Source: an optimization exercise on an open RTL-to-GDS flow (aim: small area, a short achievable clock period and few clock cycles per item). Production flows keep margins and buffers that such runs may drop.
In this exercise RTL edits were held to simulation tests only and were not proved equivalent to the original.
No activity file was given, so power comes from the tool's default toggle rates.

==> flow/design.v, too long to show whole: its modules and the start of the top module <==
// module WbRegs: 55 lines
// module iir_core: 3738 lines
// module IIR: 106 lines
module IIR #(
    parameter DW = 24,
    parameter CFGAW = 32,
    parameter CFGDW = 32,
    parameter COEFW = 18,
    parameter COEFQ = 16,
    parameter ORDER = 6,
    parameter STAGE_ORDER = 2
) (
    input  logic clk,
    input  logic rst,
    input  logic signed [DW-1:0] s_axis_tdata,
    input  logic s_axis_tvalid,
    output logic s_axis_tready,
    output logic signed [DW-1:0] m_axis_tdata,
    output logic m_axis_tvalid,
    input  logic m_axis_tready,
    input  logic cyc_i,
    input  logic stb_i,
    input  logic we_i,
    output logic ack_o,
    output logic stall_o,
    input  logic [CFGAW-1:0] addr_i,
    input  logic signed [CFGDW-1:0] data_i,
    output logic signed [CFGDW-1:0] data_o
);
  // ...
==> flow/run.sh <==
#!/bin/bash
# synth_recipe.tcl (not shown) runs the flow's synth.tcl, then flattens the netlist and writes it again
# the make line also repeats each setting of config.mk as NAME=value (left out here)
make -C /OpenROAD-flow-scripts/flow DESIGN_CONFIG=/design/flow/config.mk WORK_HOME=/design/flow/orfs CLKGATE_MAP_FILE= SYNTH_SCRIPT=/design/flow/synth_recipe.tcl finish
==> flow/config.mk <==
export PLATFORM = sky130hd
export DESIGN_NAME = IIR
export DESIGN_NICKNAME = IIR
export VERILOG_FILES = /design/flow/design.v
export SDC_FILE = /design/flow/constraint.sdc
export NUM_CORES = 4
export LEC_CHECK = 0
export CAP_MARGIN = 20
export CORE_MARGIN = 2
export CORE_UTILIZATION = 40
export SETUP_SLACK_MARGIN = 2.5
export SLEW_MARGIN = 20
==> flow/constraint.sdc <==
create_clock -name core_clock -period 8.0 [get_ports {clk}]
set_input_delay 1.6000 -clock core_clock [delete_from_list [all_inputs] [get_ports {clk}]]
set_output_delay 1.6000 -clock core_clock [all_outputs]
set_load 0.01 [all_outputs]
==> flow_metrics.env, run 1 <==
export IMPL_outcome="timing/DRC/antenna clean"
export IMPL_grt_max_degree=86
export IMPL_syn_inst=19958
export IMPL_fillCellCount=44814
export IMPL_grt_met2_usage=0.472
export IMPL_synth_commonest_cells="fa_1 (3,267), inv_1 (2,813), a22oi_1 (2,081), xnor2_1 (1,873), xor2_1 (1,443)"
export IMPL_ant_nets=0
export IMPL_nMultiInputCombCells=14432
export IMPL_wl_met2_um=327000
export IMPL_async_reset_ff_frac=0
export IMPL_worstHoldPathCells=2
export IMPL_startpoint_type="flip-flop"
export IMPL_biggestCellCategory="multi-input gates"
export IMPL_multi_input_area_share=0.707
export IMPL_r2r_end="sos[0].iir_core_i.y1[23]"
export IMPL_finish_instance_area_mm2=0.211
export IMPL_synth_top_cell_area_share=0.348
export IMPL_ys_seq_area_frac=0.145
export IMPL_worstHoldStart="sos[0].iir_core_i.p_c[23]"
export IMPL_synth_most_common_cell="fa_1"
export IMPL_hp_class="flip-flop to flip-flop"
export IMPL_ys_types=93
export IMPL_areaGrowthSynthToFinish_pct=12.2
export IMPL_num_antenna_cells=26
export IMPL_synth_area_mux_share=0.0134
export IMPL_antenna_found_initial=26
export IMPL_n_clock_buffer=182
export IMPL_clock_path_buffers=4
export IMPL_ff2ff_setup_slack_ps=1320
export IMPL_end_kind="flip-flop"
export IMPL_path_buf_inv=8
export IMPL_route_detailed_drc=0
Testbench counts, summed over its fixed seeds: cycles 2,104, items 2,048.
==> inputs of run 2 (changes only) <==
--- a/flow/config.mk
+++ b/flow/config.mk
@@ -9,4 +9,3 @@
 export CORE_MARGIN = 2
 export CORE_UTILIZATION = 40
-export SETUP_SLACK_MARGIN = 2.5
 export SLEW_MARGIN = 20
==> run 2 against run 1 <==
Compared with the run above:
- worst hold slack barely moved
- core utilization fell by 1.9 points
- flip-flop and latch count did not move
- sequential share of layout area rose by 0.57 points
- clock power fell by 4.1%
- power fell by 16%
- critical path type unchanged
- critical endpoint unchanged
- highest routed layer unchanged
==> flow_metrics.env, run 2 <==
export IMPL_outcome="timing/DRC/antenna clean"
export IMPL_cts_root_buffer="clkbuf_16"
export IMPL_route_detailed_drc=0
export IMPL_vias=148914
export IMPL_post_cts_resized=0
export IMPL_ant_nets=0
export IMPL_cellPowerDensity_mw_per_mm2=487
export IMPL_grt_pass1_vias=152924
export IMPL_postCtsSetupBuffers=0
export IMPL_hold_viol=0
export IMPL_most_common_layout_cells="fa_1 (3,267), inv_1 (2,812), a22oi_1 (2,081)"
export IMPL_dieArea_mm2=0.476
export IMPL_path_buf_inv=5
export IMPL_drv_cap=0
export IMPL_grtUsageTotal=0.294
export IMPL_fillCellCount=45633
export IMPL_synth_area_per_cell_um2=9.43
export IMPL_tightest_slew_ps=1300
export IMPL_worst_path_max_delay_cell="o21ai_1"
export IMPL_skew_ps=123
export IMPL_overflow=0
export IMPL_timing_critical_path_depth=24
export IMPL_antenna_found_initial=27
export IMPL_ir_drop_mv=1.04
export IMPL_end_kind="flip-flop"
export IMPL_finalPower_uw=98600
export IMPL_port_buffers=139
export IMPL_async_reset_ff_frac=0
export IMPL_critical_path_cell_chain="nand2b_1 > o21ai_1 > a22oi_1 > fa_1 > inv_1 > fa_1 > fa_1 > inv_1 > fa_1 > inv_1 > ha_1 > o21a_1 > o211ai_1 > a21oi_1 > o32ai_1 > buf_4 > o21ai_1 > a211oi_2 > nor3_1 > a2111oi_1 > buf_4 > o21ai_0 > or4_1 > a31oi_1"
export IMPL_synth_largest_area_cell="fa_1"
export IMPL_fin_crit_sh=0.933
export IMPL_synth_edf_count=582
export IMPL_synth_most_common_cell="fa_1"
export IMPL_synthTopCellsByArea="fa_1 (35%), edfxtp_1 (9.3%), xnor2_1 (8.7%)"
export IMPL_die_w_um=690
export IMPL_hold_slack_ps=450
export IMPL_fin_setup_tns_ps=0
export IMPL_synth_area_mm2=0.188
export IMPL_startpoint_type="flip-flop"
export IMPL_top_register="wb_regs_i.regs"
export IMPL_place_congestion=0.997
export IMPL_pin_count=155
export IMPL_critPathRequiredTime_ps=8780
export IMPL_grt_max_degree=133
export IMPL_max_stage_delay_ps=910
export IMPL_clock_path_buffers=4
export IMPL_drtIter0Drc=16617
export IMPL_dr_pass1_iters=12
export IMPL_path_common_cell="fa_1"
export IMPL_synth_seq_cells=1070
export IMPL_setup_viol=0
export IMPL_clkLatencyLatePin_ps=950
export IMPL_maxSlewViolCount=0
export IMPL_critical_path_class="flip-flop to flip-flop"
export IMPL_critPathTopFamily="compound AO/OA/AOI/OAI gates"
export IMPL_rsz0062_at_grt="no"
export IMPL_num_rows=251
export IMPL_wirelength_um=703000
export IMPL_largest_reg_flops=324
export IMPL_core_mm2=0.468
export IMPL_crit_fanout=10
export IMPL_drt_met1_wl_um=276000
export IMPL_path_clk_slew_ps=60
export IMPL_hpwl_um=565000
export IMPL_yosysWarnings=14
export IMPL_start_util=0.402
export IMPL_htreeDepth=4
export IMPL_ys_seq_area_frac=0.145
export IMPL_synth_top_cell_area_share=0.348
export IMPL_p_sw_uw=51500
export IMPL_synthFlopType="edfxtp_1"
export IMPL_wl_met2_um=318000
export IMPL_arrival_ps=8240
export IMPL_power_share_switching=0.523
export IMPL_die_height_um=690
export IMPL_finalNetCount=23125
export IMPL_ff2ff_path_depth=24
export IMPL_pwr_share_comb=0.831
export IMPL_highest_layer="met5"
export IMPL_synth_commonest_cells="fa_1 (3,267), inv_1 (2,813), a22oi_1 (2,081), xnor2_1 (1,873), xor2_1 (1,443)"
export IMPL_cts_tree="yes"
export IMPL_cts_buffers=141
export IMPL_synth_fp_nets=23796
export IMPL_cts_sinks=1070
export IMPL_cellLeakagePower_uw=0.0835
export IMPL_p_int_uw=47100
export IMPL_drive_gt1_frac=0.0670
export IMPL_max_clock_freq_ghz=0.134
export IMPL_slew_headroom=0.123
export IMPL_finalCriticalPeriod_ps=7460
export IMPL_layout_commonest_cell="fa_1"
export IMPL_ys_types=93
export IMPL_pwr_share_seq=0.102
export IMPL_pwr_share_clk=0.067
export IMPL_met3_length_um=64800
export IMPL_worstHoldPathCells=2
export IMPL_syn_inst=19958
export IMPL_areaGrowthSynthToFinish_pct=7.46
export IMPL_via_per_inst=5.82
export IMPL_cts_hold_buf=0
export IMPL_grt_first_pass_wirelength_um=1030000
export IMPL_hp_class="flip-flop to flip-flop"
export IMPL_wl_per_cell_um=27.4
-- run 2: cell counts after synthesis --
No cell type changed its count.
-- run 2: cell type report --
| class | count | area (µm²) | share of cell area |
|---|---|---|---|
| Antenna cell | 14 | 35.0 | 0.000173 |
| Clock buffer | 173 | 3820 | 0.0189 |
| Clock inverter | 78 | 860 | 0.00425 |
| Inverter | 2845 | 10700 | 0.0528 |
| Multi-Input combinational cell | 14405 | 145000 | 0.718 |
| Sequential cell | 1070 | 27300 | 0.135 |
| Tap cell | 6198 | 7750 | 0.0384 |
| Timing Repair Buffer | 824 | 6570 | 0.0325 |
-- run 2: through the flow --
step / cells / utilization / setup WS [ps] / area (µm²)
2_1_floorplan: 19958 / - / 702 / 188000
3_3_place_gp: 25340 / 0.422 / 549 / 197000
3_5_place_dp: 25341 / 0.422 / 567 / 197000
4_1_cts: 25592 / 0.432 / 510 / 202000
5_1_grt: 25599 / 0.432 / 74.8 / 202000
6_report: 25607 / 0.432 / 538 / 202000
-- run 2: final timing paths --
path                            startpoint                       end  slack (ps)
setup / recovery     wb_regs_i.regs[4][15]  sos[0].iir_core_i.y1[23]         540
hold / removal    sos[1].iir_core_i.p_s[3]  sos[1].iir_core_i.p_s[3]         450
setup reg to reg     wb_regs_i.regs[4][15]  sos[0].iir_core_i.y1[23]         540
hold reg to reg   sos[1].iir_core_i.p_s[3]  sos[1].iir_core_i.p_s[3]         450
-- run 2: cell families after synthesis --
group	after synthesis	share of synthesized area
AO/OA/AOI/OAI	4553	0.160
XOR/XNOR	3316	0.154
adder cells (fa/ha/maj)	3743	0.379
buffers and inverters	4483	0.0899
flip-flops	1070	0.145
multiplexers	232	0.0134
other	1	0.0000199
AND/OR/NAND/NOR	2560	0.0580
-- run 2: metal layers --
metal | up-vias | GRT usage
met5 | - | 0
met4 | 18 | 0.150
met3 | 1760 | 0.0583
met2 | 7658 | 0.465
met1 | 75601 | 0.382
li1 | 63877 | -
-- run 2: tightest hold or removal path, cell delays in order (launching register included) --
cell	delay [ps]
dfxtp_1	300
nand2_1	50
a21oi_1	50
-- run 2: power groups by stage --
stage	logic [µW]	registers, µW	clock network, µW
2_1_floorplan	56900	9360	0
3_3_place_gp	80800	10100	0
3_5_place_dp	81100	10100	0
4_1_cts	81800	9990	6740
5_1_grt	91600	10100	6920
6_report	81900	10000	6620

what the ideal ports hide:
No port has a modelled driver above. Below, the same layouts with a new extraction and two added sets of constraints.
Step 1 (the two cells are an assumption about what drives the block):
set clk [get_ports {clk}]
set_driving_cell -lib_cell sky130_fd_sc_hd__clkbuf_16 $clk
set_driving_cell -lib_cell sky130_fd_sc_hd__buf_2 [delete_from_list [all_inputs] $clk]
Step 2, shift: input delay + t, output delay - t, t = (earliest + latest rising clock arrival at the registers) / 2. This alone moves slack from input paths to output paths.
Three values: ideal, step 1, step 2; two values: the first two.
run | t (ns) | setup slack, ns | slew at the worst register clock pin (ns) | worst slew at a driven data input, ns
run 1 | 1.006 | 1.324 / 1.324 / 1.324 | 0.07 / 0.07 | 0.35
run 2 | 1.015 | 0.538 / 0.538 / 0.538 | 0.07 / 0.07 | 0.30
After both steps every run listed still meets setup and hold.
